Context: an optimization exercise on an open-source flow, tuned for small area, a short achievable clock period and few clock cycles per item. The choices shown serve that exercise and are no tape-out recipe. Power and IR drop assume default switching activity.

## v6
// kalman_filter_v3
module kalman_filter_v3 (
  input  wire               clk,
  input  wire               rstn,
  input  wire               valid,
  input  wire signed [31:0] I_data_x,
  output wire signed [31:0] O_filter_data_x,
  output reg                finish
);
  localparam [31:0] QV = 32'h0000_1999;
  localparam [2:0] S_IDLE  = 3'd0;
  localparam [2:0] S_RV    = 3'd1;
  localparam [2:0] S_FAST  = 3'd2;
  localparam [2:0] S_VN    = 3'd3;
  localparam [2:0] S_SLOW1 = 3'd4;
  localparam [2:0] S_SLOW2 = 3'd5;
  localparam [2:0] S_F     = 3'd6;
  reg [2:0]  st;
  reg [5:0]  t;
  reg [31:0] x0, xe0, xe1, pe0, pe1, pe2, pe3;
  reg  [1:0] cp0, cp1, cp2, cp3;
  reg        pend;
  reg [31:0] e;
  reg [30:0] vd, rem0, rem2;
  reg        sg0, sg2, fastok, neg;
  reg        u31_0, unz_0, u31_2, unz_2;
  reg [47:0] s_x0, c_x0, s_x1, c_x1;
  reg [47:0] s_p0, c_p0, s_p1, c_p1, s_p2, c_p2, s_p3, c_p3;
  wire [31:0] dn = x0 - I_data_x;
  wire [4:0] gt_n;
  assign gt_n[4] = dn[31] ? (dn < (32'h0 - 32'h0028_0000)) : (dn > 32'h0028_0000);
  assign gt_n[3] = dn[31] ? (dn < (32'h0 - 32'h0014_0000)) : (dn > 32'h0014_0000);
  assign gt_n[2] = dn[31] ? (dn < (32'h0 - 32'h000a_0000)) : (dn > 32'h000a_0000);
  assign gt_n[1] = dn[31] ? (dn < (32'h0 - 32'h0005_0000)) : (dn > 32'h0005_0000);
  assign gt_n[0] = |dn;
  reg  [4:0] gt;
  ...
export LEC_CHECK = 0
export CAP_MARGIN = 20
export CORE_MARGIN = 2
export CORE_UTILIZATION = 40
export PLACE_DENSITY = 0.6
export SLEW_MARGIN = 20
export TNS_END_PERCENT = 100
create_clock -name core_clock -period 12.0 [get_ports {clk}]
standard.sh (not shown) runs the stock make flow with config.mk's settings and CLKGATE_MAP_FILE= SYNTH_SCRIPT=/design/flow/synth_recipe.tcl, a recipe that flattens the netlist after the stock synthesis.
==> flow/flow/run.sh <==
#!/bin/bash
# Standard layout, with timing repair aiming for 7 ns of setup slack (the
# clock period and all constraints are the design's).
set -euo pipefail
bash standard.sh SETUP_SLACK_MARGIN=7 finish > standard_flow.log 2>&1
v6 ran to completion and came out clean on the timing, design-rule and antenna checks.
Changes in v7 relative to v6:
--- a/flow/design.v
+++ b/flow/design.v
@@ -32,15 +32,15 @@
   input  wire               valid,
   input  wire signed [31:0] I_data_x,
   output wire signed [31:0] O_filter_data_x,
   output reg                finish
 );
   localparam [31:0] QV = 32'h0000_1999;
   localparam [2:0] S_IDLE  = 3'd0;
-  localparam [2:0] S_RV    = 3'd1;
+  localparam [2:0] S_GO    = 3'd1;    
   localparam [2:0] S_FAST  = 3'd2;
   localparam [2:0] S_VN    = 3'd3;
   localparam [2:0] S_SLOW1 = 3'd4;
   localparam [2:0] S_SLOW2 = 3'd5;
   localparam [2:0] S_F     = 3'd6;
   reg [2:0]  st;
   reg [5:0]  t;
@@ -56,18 +56,23 @@
   wire [31:0] dn = x0 - I_data_x;
   wire [4:0] gt_n;
   assign gt_n[4] = dn[31] ? (dn < (32'h0 - 32'h0028_0000)) : (dn > 32'h0028_0000);
   assign gt_n[3] = dn[31] ? (dn < (32'h0 - 32'h0014_0000)) : (dn > 32'h0014_0000);
   assign gt_n[2] = dn[31] ? (dn < (32'h0 - 32'h000a_0000)) : (dn > 32'h000a_0000);
   assign gt_n[1] = dn[31] ? (dn < (32'h0 - 32'h0005_0000)) : (dn > 32'h0005_0000);
   assign gt_n[0] = |dn;
-  reg  [4:0] gt;
-  wire [15:0] rv_hi = gt[4] ? 16'h03e8 : gt[3] ? 16'h07d0 : gt[2] ? 16'h0bb8 :
-                      gt[1] ? 16'h0fa0 : gt[0] ? 16'h1388 : 16'h0000;
-  wire [31:0] dsum = {pe0[31:16] + rv_hi, pe0[15:0]};
+  wire [15:0] ph = pe0[31:16];
+  wire [15:0] ca1 = ph + 16'h03e8;
+  wire [15:0] ca2 = ph + 16'h07d0;
+  wire [15:0] ca3 = ph + 16'h0bb8;
+  wire [15:0] ca4 = ph + 16'h0fa0;
+  wire [15:0] ca5 = ph + 16'h1388;
+  wire [15:0] dsum_hi = gt_n[4] ? ca1 : gt_n[3] ? ca2 : gt_n[2] ? ca3 :
+                        gt_n[1] ? ca4 : gt_n[0] ? ca5 : ph;
+  wire [31:0] dsum = {dsum_hi, pe0[15:0]};
   wire [30:0] vneg = ~vd + 31'd1;
   wire [30:0] dm0 = pe0[31] ? (~pe0[30:0] + 31'd1) : pe0[30:0];
   wire [30:0] dm2 = pe2[31] ? (~pe2[30:0] + 31'd1) : pe2[30:0];
   wire [31:0] nv0 = {pe0[30], dm0};
   wire [31:0] nv2 = {pe2[30], dm2};
   wire slow = (st == S_SLOW1) | (st == S_SLOW2);
   reg  bq1_0, bq2_0, bq1_2, bq2_2;
@@ -121,15 +126,16 @@
     input        dg;
     reg   [32:0] ms;
     begin
       ms = {m[31], m} ^ {33{ng}};
       last_row = {dg & ng, ~(dg & ms[32]), dg ? ms[31:0] : 32'b0};
     end
   endfunction
-  wire clr = (st == S_RV) | ((st == S_SLOW1) & (t == 6'd46));
+  wire go  = (st == S_IDLE) & valid;
+  wire clr = go | ((st == S_SLOW1) & (t == 6'd46));
   reg dp0, dp2;
   always @(posedge clk) begin
     dp0 <= ~clr & db0;
     dp2 <= ~clr & db2;
   end
   always @(posedge clk) begin
     if (clr) begin
@@ -190,27 +196,26 @@
       pe1 <= 32'h0005_0000;
       pe2 <= 32'h0005_0000;
       pe3 <= 32'h0005_1999;
     end else begin
       finish <= (st == S_F);
       case (st)
         S_IDLE: begin
-          if (valid) st <= S_RV;
+          if (valid) begin
+            st <= S_FAST;
+            t  <= 6'd32;
+          end
           if (pend) begin
             pend <= 1'b0;
             xe0 <= sh_x;
             pe0 <= sh_p0;
             pe1 <= sh_p1;
             pe2 <= sh_p2;
             pe3 <= sh_p3;
           end
-        end
-        S_RV: begin
-          st <= S_FAST;
-          t  <= 6'd32;
         end
         S_FAST: begin
           if (abort) begin
             st <= neg ? S_VN : S_SLOW1;
             t  <= 6'd0;
           end else begin
             t <= t + 6'd2;
@@ -237,31 +242,28 @@
           pe3 <= sh_p3;
         end
         default: st <= S_IDLE;
       endcase
     end
   end
   always @(posedge clk) begin
-    if (st == S_IDLE) begin
-      gt <= gt_n;
-      e <= I_data_x - x0 - xe1;
-    end
-    if (st == S_RV) begin
+    if (st == S_IDLE) e <= I_data_x - x0 - xe1;
+    if (go) begin
       sg0    <= pe0[31] ^ dsum[31];
       sg2    <= pe2[31] ^ dsum[31];
       neg    <= dsum[31];
       fastok <= ~pe0[30] & ~pe2[30] & ~dsum[31] & ~dsum[30];
       u31_0  <= 1'b0;
       u31_2  <= 1'b0;
       unz_0  <= 1'b0;
       unz_2  <= 1'b0;
     end
-    if (st == S_RV) vd <= dsum[30:0];
+    if (go) vd <= dsum[30:0];
     if (st == S_VN) vd <= vneg;
-    if (st == S_RV) begin
+    if (go) begin
       rem0 <= dm0;
       rem2 <= dm2;
     end
     if (st == S_FAST || slow) begin
       rem0 <= rn0;
       rem2 <= rn2;
     end
--- outcome ---
- When v7 is measured against v6, its count of buffers added by post-CTS timing repair for setup turns out 9.8% higher.
- From v6 to v7 the numbers moved as follows: setup slack down 0.89 ns; global-route track usage on met3 up 1.7 points; total power up about 6%; fraction of power consumed by sequential logic down 2.4 points; fraction of area in registers down 0.37 points.
- What v6 reported for detail-routed net length per standard cell has to be multiplied by 1.07 to get the figure for v7.
- Status: via count of the first global-routing pass parity (v7, v6)
- From v6 to v7 the numbers moved as follows: tapcell count now larger; final instance area moved up.
No run of this note included a check of the RTL's function; only the layout flow was run.

[afterwards: timing with drivers on the ports]
How much do the figures lean on ideal ports? The routed layouts below were timed once more, with nothing changed but the port constraints.
Step 1 sets driving cells, clkbuf_16 on the clock port and buf_2 on the other inputs (assumed; they add their load-dependent delay and slew).
Step 2 also shifts input and output timing later by t, the mid clock arrival at the registers, as if the neighbouring blocks saw the same clock.
a / b / c = ideal ports / drivers / drivers and shift; a / b = the first two.
| run | t (ns) | slack for setup (ns) | worst setup path after step 2 | clock arrival spread, ns | cell pins on the clock port's net |
|---|---|---|---|---|---|
| v6 | 0.867 | 5.381 / 5.381 / 5.381 | register to register | 0.049 / 0.049 | 1 |
| v7 | 0.871 | 4.490 / 4.490 / 4.490 | register to register | 0.055 / 0.055 | 1 |
After both steps every run listed still meets setup and hold.
